Source: an optimization exercise on an open RTL-to-GDS flow (aim: small area, a short achievable clock period and few clock cycles). Production flows keep margins and buffers that such runs may drop.
Only simulation tests tie the RTL to the original design; equivalence was not proved.
No activity file was given, so power comes from the tool's default toggle rates.

// MIPS_Multi_Cycle
module MIPS_Multi_Cycle
(
    input clk,
    input reset,
    input   [7:0] GPIO_i,
    output  [31:0] GPIO_o_hex,
    output  [9:0] rom_addr,
    input   [31:0] rom_data
);
Size in the first run: about 11000 cells after synthesis, roughly 3700 flip-flops, about 84 I/O pins.
Settings: LEC_CHECK=0, ABC_CLOCK_PERIOD_IN_PS=3000, CAP_MARGIN=30, CORE_MARGIN=2, CORE_UTILIZATION=60, CTS_CLUSTER_DIAMETER=90, CTS_CLUSTER_SIZE=27, SLEW_MARGIN=30; clock period 15.0 ns.
standard.sh (not shown) runs the stock make flow with config.mk's settings and CLKGATE_MAP_FILE= SYNTH_SCRIPT=/design/flow/synth_recipe.tcl, a recipe that flattens the netlist after the stock synthesis.
==> flow/flow/run.sh <==
#!/bin/bash
set -euo pipefail
bash standard.sh SETUP_SLACK_MARGIN=10.5 finish > standard.log 2>&1
The first run passed the timing, DRC and antenna checks.
Testbench counts at the start, summed over its fixed seeds: cycles 499,189.
Edit:
--- a/flow/design.v
+++ b/flow/design.v
@@ -6,14 +6,14 @@
     input      [31:0] wd,
     input             hold,         
     input      [4:0]  rs_n,
     input      [4:0]  rt_n,
     input      [4:0]  ra1,          
     input      [4:0]  ra2,
-    input             oth1_n,       
-    input             oth2_n,
+    input             byp1,         
+    input             byp2,
     output     [31:0] rd1,
     output     [31:0] rd2
 );
 reg [31:0] rf [1:31];
 reg [31:1] rv;
 integer i;
@@ -30,28 +30,28 @@
 reg         sp1, sp2;
 wire [4:0]  a1_n  = hold ? ra1 : rs_n;
 wire [4:0]  a2_n  = hold ? ra2 : rt_n;
 wire [31:1] h1_n  = 31'b1 << (a1_n - 5'd1);
 wire [31:1] h2_n  = 31'b1 << (a2_n - 5'd1);
 always @(posedge clk) begin
-    s1  <= (a1_n == 5'd0 || oth1_n) ? 31'b0 : h1_n & rv_n;
-    s2  <= (a2_n == 5'd0 || oth2_n) ? 31'b0 : h2_n & rv_n;
-    sp1 <= (a1_n == 5'd29) & ~rv_n[29] & ~oth1_n;
-    sp2 <= (a2_n == 5'd29) & ~rv_n[29] & ~oth2_n;
+    s1  <= (a1_n == 5'd0) ? 31'b0 : h1_n & rv_n;
+    s2  <= (a2_n == 5'd0) ? 31'b0 : h2_n & rv_n;
+    sp1 <= (a1_n == 5'd29) & ~rv_n[29];
+    sp2 <= (a2_n == 5'd29) & ~rv_n[29];
 end
 reg [31:0] q1, q2;
 always @(*) begin
     q1 = sp1 ? 32'h1001_00FC : 32'h0;
     q2 = sp2 ? 32'h1001_00FC : 32'h0;
     for (i = 1; i < 32; i = i + 1) begin
         q1 = q1 | (rf[i] & {32{s1[i]}});
         q2 = q2 | (rf[i] & {32{s2[i]}});
     end
 end
-assign rd1 = q1;
-assign rd2 = q2;
+assign rd1 = byp1 ? wd : q1;
+assign rd2 = byp2 ? wd : q2;
 endmodule
 module MUL_S1 (
     input  [31:0] a,
     input  [31:0] b,
     output [118:0] cs
 );
@@ -1105,18 +1105,17 @@
     .ir(d_ir), .is_jr(is_jr), .is_halt(is_halt), .is_jmp(is_jmp), .is_jal(is_jal),
     .is_beq(is_beq), .is_slti(is_slti), .is_mul(is_mul), .is_lw(is_lw), .is_sw(is_sw),
     .imm_b(imm_b), .const_b(const_b), .use_rs(use_rs), .use_rt(use_rt),
     .wen(wen), .wdest(wdest)
 );
 wire [31:0] rs_v, rt_v;
-wire       ms_n, mt_n, ws_n, wt_n;    
 Register_File RF (
     .clk(clk), .reset(reset),
     .we(w_we), .wa(w_rd), .wd(w_res),
     .hold(d_stall), .rs_n(rom_data[25:21]), .rt_n(rom_data[20:16]),
-    .ra1(d_rs), .ra2(d_rt), .oth1_n(ms_n | ws_n), .oth2_n(mt_n | wt_n),
+    .ra1(d_rs), .ra2(d_rt), .byp1(f_ws), .byp2(f_wt),
     .rd1(rs_v), .rd2(rt_v)
 );
 wire ex_wr_rs  = f_xs;
 wire ex_wr_rt  = f_xt;
 wire mem_wr_rs = f_ms;
 wire mem_wr_rt = f_mt;
@@ -1143,32 +1142,26 @@
               &(~(e_a ^ e_b ^ {(e_a[30:0] | e_b[30:0]), 1'b0}));    
 wire        z_is = z_x ? z_ex : (m_res == 32'b0);
 wire        d_btaken = d_go & bz & z_is;
 wire [9:0]  d_bt = d_pc + 10'd1 + d_ir[9:0];
 wire [4:0] rs_nx = d_stall ? d_rs : rom_data[25:21];
 wire [4:0] rt_nx = d_stall ? d_rt : rom_data[20:16];
-assign ms_n = e_we & (e_rd == rs_nx);
-assign mt_n = e_we & (e_rd == rt_nx);
-assign ws_n = m_we & (m_rd == rs_nx);
-assign wt_n = m_we & (m_rd == rt_nx);
 always @(posedge clk or negedge reset) begin
     if (!reset) begin
         f_xs <= 1'b0; f_xt <= 1'b0; f_ms <= 1'b0; f_mt <= 1'b0; f_ws <= 1'b0; f_wt <= 1'b0;
     end else begin
         f_xs <= d_go & wen & (wdest == rom_data[25:21]);
         f_xt <= d_go & wen & (wdest == rom_data[20:16]);
-        f_ms <= ms_n;
-        f_mt <= mt_n;
-        f_ws <= ws_n & ~ms_n;
-        f_wt <= wt_n & ~mt_n;
+        f_ms <= e_we & (e_rd == rs_nx);
+        f_mt <= e_we & (e_rd == rt_nx);
+        f_ws <= m_we & (m_rd == rs_nx);
+        f_wt <= m_we & (m_rd == rt_nx);
     end
 end
-wire [31:0] rs_q = rs_v | (mem_res & {32{f_ms}}) | (w_res & {32{f_ws}});
-wire [31:0] rt_q = rt_v | (mem_res & {32{f_mt}}) | (w_res & {32{f_wt}});
-wire [31:0] fwd_rs = ex_wr_rs ? x_res : rs_q;
-wire [31:0] fwd_rt = ex_wr_rt ? x_res : rt_q;
+wire [31:0] fwd_rs = ex_wr_rs ? x_res : mem_wr_rs ? mem_res : rs_v;
+wire [31:0] fwd_rt = ex_wr_rt ? x_res : mem_wr_rt ? mem_res : rt_v;
 wire [31:0] sext = {{16{d_ir[15]}}, d_ir[15:0]};
 wire [10:0] pc_inc = {1'b0, d_pc} + 11'd1;
 wire [31:0] link = {9'b0, 1'b1, 9'b0, pc_inc[10], pc_inc[9:0], 2'b00};
 wire [31:0] cval = is_jal ? link :
                    d_ir[27] ? {d_ir[15:0], 16'b0} :    
                    {24'b0, gpio_q};
Outcome: Maximum frequency is lower by 2.9%; routed wire length is lower by 2.1%; sequential power stays flat; synthesized cell count is higher by 0.30%; combinational power is lower by about 3%; worst hold slack gains 0.0071 ns; final area is lower by 0.55%; register-to-register slack loses 0.14 ns; utilization is lower by 0.24 points; synthesized area is lower by 0.33%; total power is lower by 1.4%.
Testbench counts after the change, summed over its fixed seeds: cycles 499,189.

-- static timing again, ports no longer ideal --
Ports are ideal in the flow. The routed layouts listed here were re-timed in OpenROAD.
Step 1: set_driving_cell puts a clkbuf_16 on clk and a buf_2 on each other input, an assumption about the parent block.
Step 2, shift: input delay + t, output delay - t, t = (earliest + latest rising clock arrival at the registers) / 2. This alone moves slack from input paths to output paths.
a / b / c = ideal ports / drivers / drivers and shift; a / b = the first two.
run | t, ns | setup slack, ns | hold slack, ns | latest minus earliest clock arrival (ns) | cell pins on the clock port's net
the first run | 1.052 | 10.391 / 10.277 / 9.434 | 0.332 / 0.332 / 0.332 | 0.112 / 0.112 | 1
the second run | 1.042 | 10.254 / 10.254 / 9.512 | 0.339 / 0.339 / 0.339 | 0.121 / 0.121 | 1
After both steps setup and hold are still met in every run listed. The setup slack of the first run, which loses most, moves by -0.114 ns with the drivers and by -0.957 ns with both steps.
